This is an optimization exercise on Yosys and OpenROAD, whose aim is small area, a short achievable clock period and few clock cycles per item, not a production implementation. The RTL was checked by simulation tests, not by an equivalence proof against the original design. The clock port is modelled as an ideal driver; clocking choices that lean on that would not hold on a real chip. Power is estimated from default activity; no workload was simulated.

==> flow/design.v (outline; a module is shown in full before it is edited, if it fits) <==
// module fa_cell: 4 lines
// module mkMACBuff: 4079 lines
module mkMACBuff (
    input  CLK,
    input  RST_N,
    input  EN_mac,
    output RDY_mac,
    input  [15:0] mac_vectA_0,
    input  [15:0] mac_vectB_0,
    input  [15:0] mac_vectA_1,
    input  [15:0] mac_vectB_1,
    input  [15:0] mac_vectA_2,
    input  [15:0] mac_vectB_2,
    input  [15:0] mac_vectA_3,
    input  [15:0] mac_vectB_3,
    output EN_writeMem,
    output [5:0] writeMem_addr,
    output [33:0] writeMem_val,
    input  EN_blockRead,
    output RDY_blockRead,
    output EN_readMem,
    output [5:0] readMem_addr,
    input  [33:0] readMem_val,
    output VALID_memVal,
    output [33:0] memVal_data
);
  // ...
==> flow/flow/run.sh <==
#!/bin/bash
# The standard layout (the standard.sh, standard synthesis unchanged), with
# two changes:
#  - the port buffers that global placement inserts on every input and output
#    are buf_2 cells instead of the default choice;
#  - timing repair only resizes gates and swaps pins (no new buffers, no
#    cloned gates).
# Each ORFS step writes its full log under orfs/logs/; make's own output goes
# to standard.log.
bash standard.sh BUFFER_PORTS_ARGS="-buffer_cell sky130_fd_sc_hd__buf_2" \
  SETUP_MOVE_SEQUENCE="unbuffer,sizeup,swap" finish > standard.log 2>&1
==> flow/standard.sh <==
#!/bin/bash
# synth_recipe.tcl (not shown) runs the flow's synth.tcl, then flattens the netlist and writes it again
# the make line also repeats each setting of config.mk as NAME=value (left out here)
make -C /OpenROAD-flow-scripts/flow DESIGN_CONFIG=/design/flow/config.mk WORK_HOME=/design/flow/orfs CLKGATE_MAP_FILE= SYNTH_SCRIPT=/design/flow/synth_recipe.tcl "${@:-finish}"
==> flow/config.mk <==
export PLATFORM = sky130hd
export DESIGN_NAME = mkMACBuff
export DESIGN_NICKNAME = mkMACBuff
export VERILOG_FILES = /design/flow/design.v
export SDC_FILE = /design/flow/constraint.sdc
export NUM_CORES = 4
export LEC_CHECK = 0
export CAP_MARGIN = 20
export CORE_MARGIN = 2
export CORE_UTILIZATION = 40
export CTS_CLUSTER_DIAMETER = 100
export CTS_CLUSTER_SIZE = 20
export SETUP_SLACK_MARGIN = 2.2
export SLEW_MARGIN = 20
export SYNTH_HIERARCHICAL = 1
export SYNTH_MINIMUM_KEEP_SIZE = 0
==> flow/constraint.sdc <==
create_clock -name core_clock -period 4.5 [get_ports {CLK}]
set_input_delay 0.9000 -clock core_clock [delete_from_list [all_inputs] [get_ports {CLK}]]
set_output_delay 0.9000 -clock core_clock [all_outputs]
set_load 0.01 [all_outputs]
==> results.sh, run 1 <==
export IMPL_io_pins=251
export IMPL_place_gp_congestion=0.929
export IMPL_r2r_end="t1_s1205"
export IMPL_finish_utilization_pct=45.7
export IMPL_powerDensity_nw_per_um2=619
export IMPL_core_area_um2=102000
export IMPL_netlist_area_um2=41000
export IMPL_cts_sinks=693
export IMPL_n_clock_buffer=45
export IMPL_pg_comb_uw=14200
export IMPL_synth_top_family_by_area="adder cells"
export IMPL_wl_mm=122
export IMPL_synth_xor_area_share_pct=0.876
export IMPL_power_top_consumer="combinational cells"
export IMPL_total_power_uw=28800
export IMPL_grtUsageMet1_pct=32.3
export IMPL_synthFlopType="dfxtp_1"
export IMPL_hold_viol=0
export IMPL_grt_util_met3_pct=7.99
export IMPL_power_frac_comb_pct=49.1
export IMPL_grt_pass1_vias=27300
export IMPL_cpMaxStageDelayCell="fa_2"
export IMPL_cts_setup_buffers=0
export IMPL_crit_path_end_kind="flip-flop"
export IMPL_m1WireLength_mm=49.3
export IMPL_dominant_cell_class="multi-input combinational cells"
export IMPL_netlist_top_cells_count="nand2_1, fa_1, dfxtp_1, clkbuf_1, inv_1"
export IMPL_whs_ns=0.272
export IMPL_clockPowerShare_pct=14.4
export IMPL_r2r_setup_slack_ns=2.02
export IMPL_rr_worst_depth=4
export IMPL_synth_compound_area_share_pct=1.69
export IMPL_clock_latency_ns=0.66
export IMPL_status="complete, no violations"
export IMPL_p_clk_uw=4150
Testbench counts, summed over its fixed seeds: cycles 14,464, items 12,288.
==> inputs of run 2 (changes only) <==
==> flow/flow/run.sh (replaced) <==
#!/bin/bash
# The standard layout (the standard.sh, standard synthesis unchanged), with
# two changes:
#  - the port buffers that global placement inserts on every input and output
#    are buf_2 cells instead of the default choice;
#  - before clock tree synthesis, flow/t1_clock.tcl puts the first tree
#    register bank (t1_*) behind one extra clock buffer: useful skew between
#    register banks inside the datapath (no port-facing register is moved).
# Each ORFS step writes its full log under orfs/logs/; make's own output goes
# to standard.log.
bash standard.sh BUFFER_PORTS_ARGS="-buffer_cell sky130_fd_sc_hd__buf_2" \
  PRE_CTS_TCL="$PWD/flow/t1_clock.tcl" finish > standard.log 2>&1
==> flow/flow/t1_clock.tcl (new file) <==
# Hook run before clock tree synthesis: the first tree register bank (t1_*)
# gets its clock through one extra clock buffer, so its clock arrives a
# little later than the other registers' (useful skew between the input
# registers, whose paths to t1 are the longest register-to-register paths,
# and the t2 registers). Only paths between registers are affected: t1
# registers neither take inputs from ports nor drive outputs.
set block [ord::get_db_block]
set clk_net [$block findNet CLK]
set master [[ord::get_db] findMaster sky130_fd_sc_hd__clkbuf_16]
set buf [odb::dbInst_create $block $master skew_t1_clkbuf]
set net [odb::dbNet_create $block skew_t1_clk]
$net setSigType CLOCK
[$buf findITerm A] connect $clk_net
[$buf findITerm X] connect $net
set n 0
set sx 0
set sy 0
foreach inst [$block getInsts] {
  if {[string match "t1_*" [$inst getName]] && [string match "sky130_fd_sc_hd__df*" [[$inst getMaster] getName]]} {
    set it [$inst findITerm CLK]
    $it disconnect
    $it connect $net
    set loc [$inst getLocation]
    incr sx [lindex $loc 0]
    incr sy [lindex $loc 1]
    incr n
  }
}
$buf setLocation [expr {$sx / $n}] [expr {$sy / $n}]
$buf setPlacementStatus PLACED
puts "t1_clock.tcl: moved $n t1 registers to clock net skew_t1_clk"
--- a/flow/config.mk
+++ b/flow/config.mk
@@ -11,5 +11,5 @@
 export CTS_CLUSTER_DIAMETER = 100
 export CTS_CLUSTER_SIZE = 20
-export SETUP_SLACK_MARGIN = 2.2
+export SETUP_SLACK_MARGIN = 2.0
 export SLEW_MARGIN = 20
 export SYNTH_HIERARCHICAL = 1
==> results.sh, run 2 <==
export IMPL_p_leak_uw=0.0166
export IMPL_met2_usage_pct=35.2
export IMPL_cts_setup_buffers=0
export IMPL_grt_overflow=0
export IMPL_layout_nets=4518
export IMPL_setup_tns_ns=0
export IMPL_synthFlopType="dfxtp_1"
export IMPL_setup_viol=0
export IMPL_synth_fa_ha_area_share_pct=48.4
export IMPL_synth_top_family_by_area="adder cells"
export IMPL_nFillCells=9278
export IMPL_synth_compound_area_share_pct=1.69
export IMPL_min_path_type="primary input to async pin"
export IMPL_drt_pre_antenna_iters=6
export IMPL_drt_iter0_drc=2287
export IMPL_powerDensity_nw_per_um2=653
export IMPL_path_buf_inv=0
export IMPL_avgSynthCellArea_um2=12.1
export IMPL_hold_viol=0
export IMPL_yosysUniqueCellTypes=58
export IMPL_synth_top_cell_by_area="fa_1"
export IMPL_antenna_found_initial=3
export IMPL_grt_setup_unrepaired="yes"
export IMPL_wl_mm=122
export IMPL_die_y_um=324
export IMPL_crit_arrival_ns=3.25
export IMPL_fmax_mhz=403
export IMPL_vias=24800
export IMPL_postSynthNetCount=4561
export IMPL_crit_fanout=16
export IMPL_synthCells=3389
export IMPL_grt_util_met3_pct=7.84
export IMPL_largest_reg_flops=34
export IMPL_grt_total_usage_pct=23.7
export IMPL_synth_top_area_share_pct=47.2
export IMPL_cts_tree="yes"
export IMPL_grtUsageMet1_pct=32.8
export IMPL_drive_gt1_share_pct=12.5
export IMPL_netlist_area_um2=41000
export IMPL_start_util_pct=40.3
export IMPL_clock_latency_ns=0.92
export IMPL_total_power_uw=29000
export IMPL_ys_warnings_count=7
export IMPL_relSlewSlack_pct=59.7
export IMPL_drtAntennaViolNets=0
export IMPL_clk_pin_slew_ns=0.09
export IMPL_areaGrowthSynthToFinish_pct=8.31
export IMPL_required_ns=5.27
export IMPL_grt_max_degree=28
export IMPL_fin_crit_sh_pct=55.1
export IMPL_cpMaxStageDelayCell="dfxtp_2"
export IMPL_synth_edff_count=0
export IMPL_layout_cells_most_common_list="nand2_1, fa_1, dfxtp_1"
export IMPL_synth_seq_cells=693
export IMPL_place_gp_congestion=0.955
export IMPL_drc=0
export IMPL_start_kind="flip-flop"
export IMPL_grt_busiest_layer="met2"
export IMPL_tightest_slew_ns=0.604
export IMPL_die_w_um=324
export IMPL_period_needed_ns=2.48
export IMPL_top_register="res"
export IMPL_post_synth_top_count_cell="nand2_1"
export IMPL_grt_pass1_vias=26900
export IMPL_num_rows=117
export IMPL_cap_violations=0
export IMPL_grt_pass1_wl_mm=180
export IMPL_port_buffers=182
export IMPL_path_cells="nand2_1, fa_1, fa_1, fa_1"
export IMPL_crit_path_end_kind="flip-flop"
export IMPL_wl_per_cell_um=25.7
export IMPL_seq_area_frac_synth_pct=34.2
export IMPL_io_pins=251
export IMPL_final_max_slew_viol_count=0
export IMPL_async_flop_share_pct=3.90
export IMPL_fin_skew_ns=0.186
export IMPL_max_stage_delay_ns=0.70
export IMPL_netlist_top_cells_count="nand2_1, fa_1, dfxtp_1, clkbuf_1, inv_1"
export IMPL_critPathTopFamily="adder cells"
export IMPL_vdd_drop_max_mv=0.422
export IMPL_status="complete, no violations"
export IMPL_ys_top_cells_by_area="fa_1, dfxtp_1, nand2_1"
export IMPL_fp_dieArea_um2=105000
export IMPL_mostFrequentLayoutCell="nand2_1"
export IMPL_synthSimpleGateAreaFrac_pct=10.7
export IMPL_core_area_um2=102000
export IMPL_finish_utilization_pct=43.6
export IMPL_dp_hpwl_mm=95.0
export IMPL_synthMuxAreaShare_pct=0.0794
export IMPL_via_per_inst=5.25
export IMPL_synth_xor_area_share_pct=0.876
export IMPL_path_class="flip-flop to flip-flop"
export IMPL_critPathMostFrequentCell="fa_1"
run 2: cell counts after synthesis:
Identical to the previous run, type by type.
run 2: timing repair:
action | CTS | global route
pin swaps | 1 | 2
hold buffers | 0 | 0
resized for setup | 134 | 35
endpoints found under the setup margin | 302 | 44
run 2: final cells by class, without the clock buffers:
class / instances / area [um^2] / area share (%)
repair buffers: 204 / 1080 / 2.42
multi-input cells: 2288 / 25400 / 57.2
clock inverters: 14 / 203 / 0.457
well taps: 1368 / 1710 / 3.86
diodes: 1 / 2.50 / 0.00564
plain buffers: 1 / 25.0 / 0.0564
flip-flops and latches: 693 / 14200 / 32.1
inverters: 106 / 398 / 0.897
run 2: layer usage:
metal	vias up	wire (um)
met4	4	4070
li1	9978	-
met5	-	28
met1	13000	48800
met3	266	16100
met2	1562	52600
run 2: metrics by stage:
stage | worst slack (ns) | cells | hold slack (ns) | cell area, um^2
floorplan | 2.00 | 3389 | 0.310 | 41000
global placement | 1.51 | 4659 | 0.313 | 42500
detailed placement | 1.48 | 4659 | 0.312 | 42500
CTS | 2.00 | 4730 | 0.129 | 44300
global route | 1.98 | 4730 | 0.171 | 44400
finish | 2.02 | 4731 | 0.149 | 44400
run 2: modules after synthesis, one instance, submodules excluded:
module,cells,flip-flops and latches,cell area [um^2]
fa_cell,1,0,20.0
mkMACBuff,2424,693,21700
run 2: where the power goes:
group	internal [uW]	switching (uW)	total, uW
Clock	2250	2540	4790
Combinational	6100	7670	13800
Sequential	8690	1710	10400
Total	17000	11900	29000
run 2: path summary, 6_finish.rpt:
kind / start / end / slack, ns / cells after the start
setup reg to reg: b2_r[8] / t1_s1225 / 2.02 / 4
setup / recovery: b2_r[8] / t1_s1225 / 2.02 / 4
hold reg to reg: t2_t1_c1106 / t3_t2_t1_c1106 / 0.33 / 0
max in group asynchronous: RST_N / mac_cnt[3] / 3.94 / 1
hold / removal: RST_N / wr_addr[3] / 0.15 / 1
min in group core_clock: mac_vectB_0[7] / b0_r[7] / 0.25 / 1
run 2: cells by family after synthesis:
group / Yosys count
XOR/XNOR: 41
buffers and inverters: 408
AND/OR/NAND/NOR: 1135
adder cells (fa/ha/maj): 1006
AO/OA/AOI/OAI: 103
multiplexers: 3
flip-flops: 693
==> inputs of run 3 (changes only) <==
--- a/flow/config.mk
+++ b/flow/config.mk
@@ -11,5 +11,5 @@
 export CTS_CLUSTER_DIAMETER = 100
 export CTS_CLUSTER_SIZE = 20
-export SETUP_SLACK_MARGIN = 2.0
+export SETUP_SLACK_MARGIN = 2.3
 export SLEW_MARGIN = 20
 export SYNTH_HIERARCHICAL = 1
==> results.sh, run 3 <==
export IMPL_grt_pass1_wl_mm=197
export IMPL_place_gp_congestion=0.925
export IMPL_synthFlopType="dfxtp_1"
export IMPL_ys_top_cells_by_area="fa_1, dfxtp_1, nand2_1"
export IMPL_antenna_found_initial=9
export IMPL_fp_dieArea_um2=105000
export IMPL_grt_pass1_vias=28800
export IMPL_start_kind="flip-flop"
export IMPL_io_pins=251
export IMPL_largest_reg_flops=34
export IMPL_avgSynthCellArea_um2=12.1
export IMPL_synth_seq_cells=693
export IMPL_areaGrowthSynthToFinish_pct=25.1
export IMPL_vias=27800
export IMPL_seq_area_frac_synth_pct=34.2
export IMPL_grt_setup_unrepaired="yes"
export IMPL_hold_viol=0
export IMPL_status="complete, no violations"
export IMPL_dp_hpwl_mm=95.4
export IMPL_cpMaxStageDelayCell="dfstp_2"
export IMPL_min_path_type="primary input to async pin"
export IMPL_num_rows=117
export IMPL_yosysUniqueCellTypes=58
export IMPL_wl_mm=145
export IMPL_grtUsageMet1_pct=35.5
export IMPL_max_stage_delay_ns=0.56
export IMPL_async_flop_share_pct=3.90
export IMPL_start_util_pct=40.3
export IMPL_cts_tree="yes"
export IMPL_grt_util_met3_pct=8.25
export IMPL_worst_slack_ns=2.18
export IMPL_path_buf_inv=1
export IMPL_netlist_area_um2=41000
export IMPL_grt_busiest_layer="met2"
export IMPL_grt_max_degree=28
export IMPL_tightest_slew_ns=0.598
export IMPL_top_register="res"
export IMPL_required_ns=3.60
export IMPL_path_class="flip-flop to output port"
export IMPL_core_area_um2=102000
export IMPL_crit_fanout=2
export IMPL_vdd_drop_max_mv=0.325
export IMPL_via_per_inst=5.38
export IMPL_clk_pin_slew_ns=0.08
export IMPL_final_cells=5162
export IMPL_layout_nets=4948
export IMPL_grt_overflow=0
export IMPL_port_buffers=182
export IMPL_cts_hold_buffers=0
export IMPL_synth_top_area_share_pct=47.2
export IMPL_drt_pre_antenna_iters=6
export IMPL_die_y_um=324
export IMPL_whs_ns=0.134
export IMPL_drive_gt1_share_pct=31.0
export IMPL_met2_usage_pct=39.4
export IMPL_drt_iter0_drc=3049
export IMPL_clock_latency_ns=0.94
export IMPL_p_leak_uw=0.0198
export IMPL_powerDensity_nw_per_um2=599
export IMPL_wl_per_cell_um=28.0
export IMPL_synth_top_cell_by_area="fa_1"
export IMPL_drc=0
export IMPL_place_ws_ns=1.46
export IMPL_fin_skew_ns=0.185
export IMPL_cap_violations=0
export IMPL_die_w_um=324
export IMPL_post_synth_top_count_cell="nand2_1"
export IMPL_period_needed_ns=2.32
export IMPL_layout_cells_most_common_list="nand2_1, fa_1, dfxtp_1"
export IMPL_critPathTopFamily="flip-flops"
export IMPL_postSynthNetCount=4561
export IMPL_setup_viol=0
export IMPL_grt_total_usage_pct=26.4
export IMPL_crit_arrival_ns=1.42
export IMPL_synthCells=3389
export IMPL_synth_edff_count=0
export IMPL_setup_tns_ns=0
export IMPL_total_power_uw=30700
export IMPL_dp_cells=4648
export IMPL_ys_warnings_count=7
export IMPL_netlist_top_cells_count="nand2_1, fa_1, dfxtp_1, clkbuf_1, inv_1"
export IMPL_relSlewSlack_pct=60.1
export IMPL_fin_crit_sh_pct=51.5
export IMPL_fmax_mhz=431
export IMPL_final_max_slew_viol_count=0
export IMPL_path_cells="buf_6"
export IMPL_mostFrequentLayoutCell="nand2_1"
export IMPL_crit_path_end_kind="output port"
export IMPL_drtAntennaViolNets=0
-- run 3: cells by family after synthesis --
logic type,synth area share [%]
mux,0.0794
flops,34.2
buf+inv,4.05
compound gates,1.69
fa+ha+maj,48.4
xor+xnor,0.876
simple gates,10.7
-- run 3: cell type report, without the clock buffers --
| class | instances | area, um^2 |
|---|---|---|
| Fill cell | 8635 | 50500 |
| Buffer | 1 | 25.0 |
| Inverter | 106 | 398 |
| Sequential cell | 693 | 14500 |
| Clock inverter | 15 | 265 |
| Timing Repair Buffer | 634 | 6470 |
| Tap cell | 1368 | 1710 |
| Antenna cell | 1 | 2.50 |
| Multi-Input combinational cell | 2288 | 26500 |
-- run 3: path summary, 6_finish.rpt --
path / from / end / slack, ns / depth (start not counted)
max reg2reg: a0_r[3] / t1_s1111 / 2.18 / 5
min reg2reg: t2_c1816 / t3_t2_c1816 / 0.32 / 0
max in group asynchronous: RST_N / wr_addr[2] / 3.96 / 1
max: rdy / RDY_mac / 2.18 / 1
min: RST_N / wr_addr[5] / 0.13 / 1
min in group core_clock: mac_vectA_0[0] / a0_r[0] / 0.23 / 1
-- run 3: per-module statistics from Yosys, one instance, submodules excluded --
module     cell area, um^2  flops+latches
mkMACBuff            21700            693
fa_cell               20.0              0
-- run 3: metal layers --
| layer | part of all wire, % | up-vias |
|---|---|---|
| li1 | - | 10900 |
| met1 | 37 | 14200 |
| met2 | 43 | 2104 |
| met3 | 13 | 603 |
| met4 | 6.7 | 6 |
| met5 | 0.028 | - |
-- run 3: timing repair --
item / CTS / global route
setup endpoints to repair: 348 / 199
gates resized for setup: 376 / 251
gates cloned: 1 / 2
pin swaps: 37 / 159
buffers inserted: 285 / 153
-- run 3: metrics by stage --
stage,utilization [%],cell area (um^2)
6_report,50.4,51300
5_1_grt,50.4,51300
4_1_cts,47.9,48800
3_5_place_dp,42.1,42800
3_3_place_gp,42.1,42800
2_1_floorplan,-,44000
-- run 3: report_power, final --
group | internal (uW) | total, uW | switching, uW | leakage (uW)
Sequential | 8670 | 10100 | 1460 | 0.00596
Combinational | 7080 | 15600 | 8470 | 0.0130
Clock | 2430 | 5010 | 2580 | 0.000806
==> inputs of run 4 (changes only) <==
--- a/flow/config.mk
+++ b/flow/config.mk
@@ -11,5 +11,5 @@
 export CTS_CLUSTER_DIAMETER = 100
 export CTS_CLUSTER_SIZE = 20
-export SETUP_SLACK_MARGIN = 2.3
+export SETUP_SLACK_MARGIN = 2.15
 export SLEW_MARGIN = 20
 export SYNTH_HIERARCHICAL = 1
==> results.sh, run 4 <==
export IMPL_layout_nets=4537
export IMPL_place_gp_congestion=0.947
export IMPL_setup_tns_ns=0
export IMPL_final_cells=4748
export IMPL_grt_pass1_wl_mm=181
export IMPL_fin_area_um2=44800
export IMPL_path_class="flip-flop to flip-flop"
export IMPL_port_buffers=182
export IMPL_async_flop_share_pct=3.90
export IMPL_synth_top_cell_by_area="fa_1"
export IMPL_synthCells=3389
export IMPL_die_w_um=324
export IMPL_relSlewSlack_pct=60.3
export IMPL_place_ws_ns=1.50
export IMPL_fin_crit_sh_pct=52.1
export IMPL_grt_setup_unrepaired="yes"
export IMPL_wl_mm=124
export IMPL_drt_pre_antenna_iters=5
export IMPL_ys_top_cells_by_area="fa_1, dfxtp_1, nand2_1"
export IMPL_setup_viol=0
export IMPL_antenna_found_initial=2
export IMPL_grt_pass1_vias=27100
export IMPL_core_area_um2=102000
export IMPL_largest_reg_flops=34
export IMPL_vdd_drop_max_mv=0.379
export IMPL_top_register="res"
export IMPL_powerDensity_nw_per_um2=647
export IMPL_nFillCells=9229
export IMPL_worst_slack_ns=2.16
export IMPL_yosysUniqueCellTypes=58
export IMPL_postSynthNetCount=4561
export IMPL_crit_path_end_kind="flip-flop"
export IMPL_num_rows=117
export IMPL_r2r_setup_slack_ns=2.16
export IMPL_grt_total_usage_pct=24.0
export IMPL_status="complete, no violations"
export IMPL_ys_warnings_count=7
export IMPL_fp_dieArea_um2=105000
export IMPL_netlist_area_um2=41000
export IMPL_synthFlopType="dfxtp_1"
export IMPL_drc=0
export IMPL_synth_edff_count=0
export IMPL_die_y_um=324
export IMPL_cts_hold_buffers=0
export IMPL_cap_violations=0
export IMPL_grt_max_degree=28
export IMPL_start_util_pct=40.3
export IMPL_p_leak_uw=0.0167
export IMPL_wl_per_cell_um=26.1
export IMPL_clk_pin_slew_ns=0.12
export IMPL_min_path_type="primary input to async pin"
export IMPL_placed_cell_area_um2=42500
export IMPL_avgSynthCellArea_um2=12.1
export IMPL_grt_overflow=0
export IMPL_tightest_slew_ns=0.596
export IMPL_drive_gt1_share_pct=13.2
export IMPL_dp_hpwl_mm=94.9
export IMPL_crit_arrival_ns=2.97
export IMPL_drtAntennaViolNets=0
export IMPL_cts_tree="yes"
export IMPL_io_pins=251
export IMPL_dp_cells=4662
export IMPL_finish_utilization_pct=44.0
export IMPL_mostFrequentLayoutCell="nand2_1"
export IMPL_vias=24900
export IMPL_period_needed_ns=2.34
export IMPL_fmax_mhz=427
export IMPL_hold_viol=0
export IMPL_layout_cells_most_common_list="nand2_1, fa_1, dfxtp_1"
export IMPL_drt_iter0_drc=2245
export IMPL_netlist_top_cells_count="nand2_1, fa_1, dfxtp_1, clkbuf_1, inv_1"
export IMPL_post_synth_top_count_cell="nand2_1"
export IMPL_required_ns=5.13
export IMPL_clock_latency_ns=0.93
export IMPL_via_per_inst=5.24
export IMPL_final_max_slew_viol_count=0
export IMPL_seq_area_frac_synth_pct=34.2
export IMPL_fin_skew_ns=0.230
export IMPL_areaGrowthSynthToFinish_pct=9.38
export IMPL_synth_seq_cells=693
export IMPL_crit_fanout=1
export IMPL_synth_top_area_share_pct=47.2
export IMPL_start_kind="flip-flop"
## run 4: critical path, stage by stage, from the launching register on
cell     delay (ns)
dfxtp_1        0.50
fa_1           0.53
fa_1           0.54
fa_1           0.48
## run 4: per-layer routing
layer | global-route usage [%] | up-vias | wire (um)
met1 | 32.1 | 13000 | 49200
li1 | - | 10000 | -
met4 | 8.08 | 0 | 4260
met2 | 35.9 | 1600 | 53500
met5 | 0 | - | 0
met3 | 9.02 | 290 | 16700
## run 4: area by class of cell, without the clock buffers
class,count,area (um^2),area share (%)
timing repair buffer,226,1290,2.88
clock inverter,9,146,0.327
antenna,1,2.50,0.00558
multi-input combinational,2288,25500,56.8
tap,1368,1710,3.82
inverter,106,398,0.888
buffer,1,25.0,0.0558
sequential,693,14400,32.2
## run 4: logic make-up after synthesis
| logic type | count (synthesis) | share of synthesized area (%) |
|---|---|---|
| buf+inv | 408 | 4.05 |
| mux | 3 | 0.0794 |
| xor+xnor | 41 | 0.876 |
| compound gates | 103 | 1.69 |
| fa+ha+maj | 1006 | 48.4 |
| flops | 693 | 34.2 |
| simple gates | 1135 | 10.7 |
## run 4: metrics by stage
stage | hold WS (ns) | total power (uW)
after floorplan | 0.310 | 18800
after global routing | 0.179 | 31500
after global placement | 0.310 | 24000
after CTS | 0.134 | 29100
after detailed placement | 0.312 | 24300
final | 0.155 | 29000
## run 4: Yosys stat by module (local to each module, per instance)
module / area, um^2 / cells inside
mkMACBuff: 21700 / 2424
fa_cell: 20.0 / 1
## run 4: final timing paths
path | from | cells after the start | end
setup / recovery | t1_c1244 | 3 | t2_s1769
hold / removal | RST_N | 1 | rd_valid
setup reg to reg | t1_c1244 | 3 | t2_s1769
hold reg to reg | t2_c1600 | 0 | t3_t2_c1600
max in group asynchronous | RST_N | 1 | mac_cnt[5]
min in group core_clock | mac_vectA_3[14] | 1 | a3_r[14]
## run 4: repair_timing
item	CTS	global route
buffers inserted	4	15
setup endpoints to repair	309	73
resized for setup	226	49
pin swaps	3	0
## run 4: where the power goes
part | switching, uW | internal (uW)
Combinational | 7700 | 6210
Clock | 2440 | 2220
Sequential | 1740 | 8660
Total | 11900 | 17100

==> separate check: timing with driven ports <==
No port has a modelled driver above. Below, the same layouts with a new extraction and two added sets of constraints. Step 1 (the two cells are an assumption about what drives the block):
set clk [get_ports {CLK}]
set_driving_cell -lib_cell sky130_fd_sc_hd__clkbuf_16 $clk
set_driving_cell -lib_cell sky130_fd_sc_hd__buf_2 [delete_from_list [all_inputs] $clk]
Step 2 times the ports against the registers' clock, not the clock port: input delays grow and output delays shrink by t, the midpoint of the rising clock arrivals with the driver on. Slacks: ideal / step 1 / step 2; pairs: ideal / step 1.
| run | t, ns | setup WS [ns] | worst hold slack (ns) | worst setup path at the end | pins driven straight from the clock port |
|---|---|---|---|---|---|
| run 1 | 0.699 | 2.022 / 2.022 / 2.022 | 0.272 / 0.227 / 0.327 | register to register | 1 |
| run 2 | 0.905 | 2.018 / 2.018 / 2.018 | 0.149 / 0.092 / 0.332 | register to register | 2 |
| run 3 | 0.924 | 2.182 / 2.100 / 2.184 | 0.134 / 0.073 / 0.323 | register to register | 2 |
| run 4 | 0.898 | 2.157 / 2.145 / 2.157 | 0.155 / 0.095 / 0.331 | register to register | 2 |
After both steps every run listed still meets setup and hold.
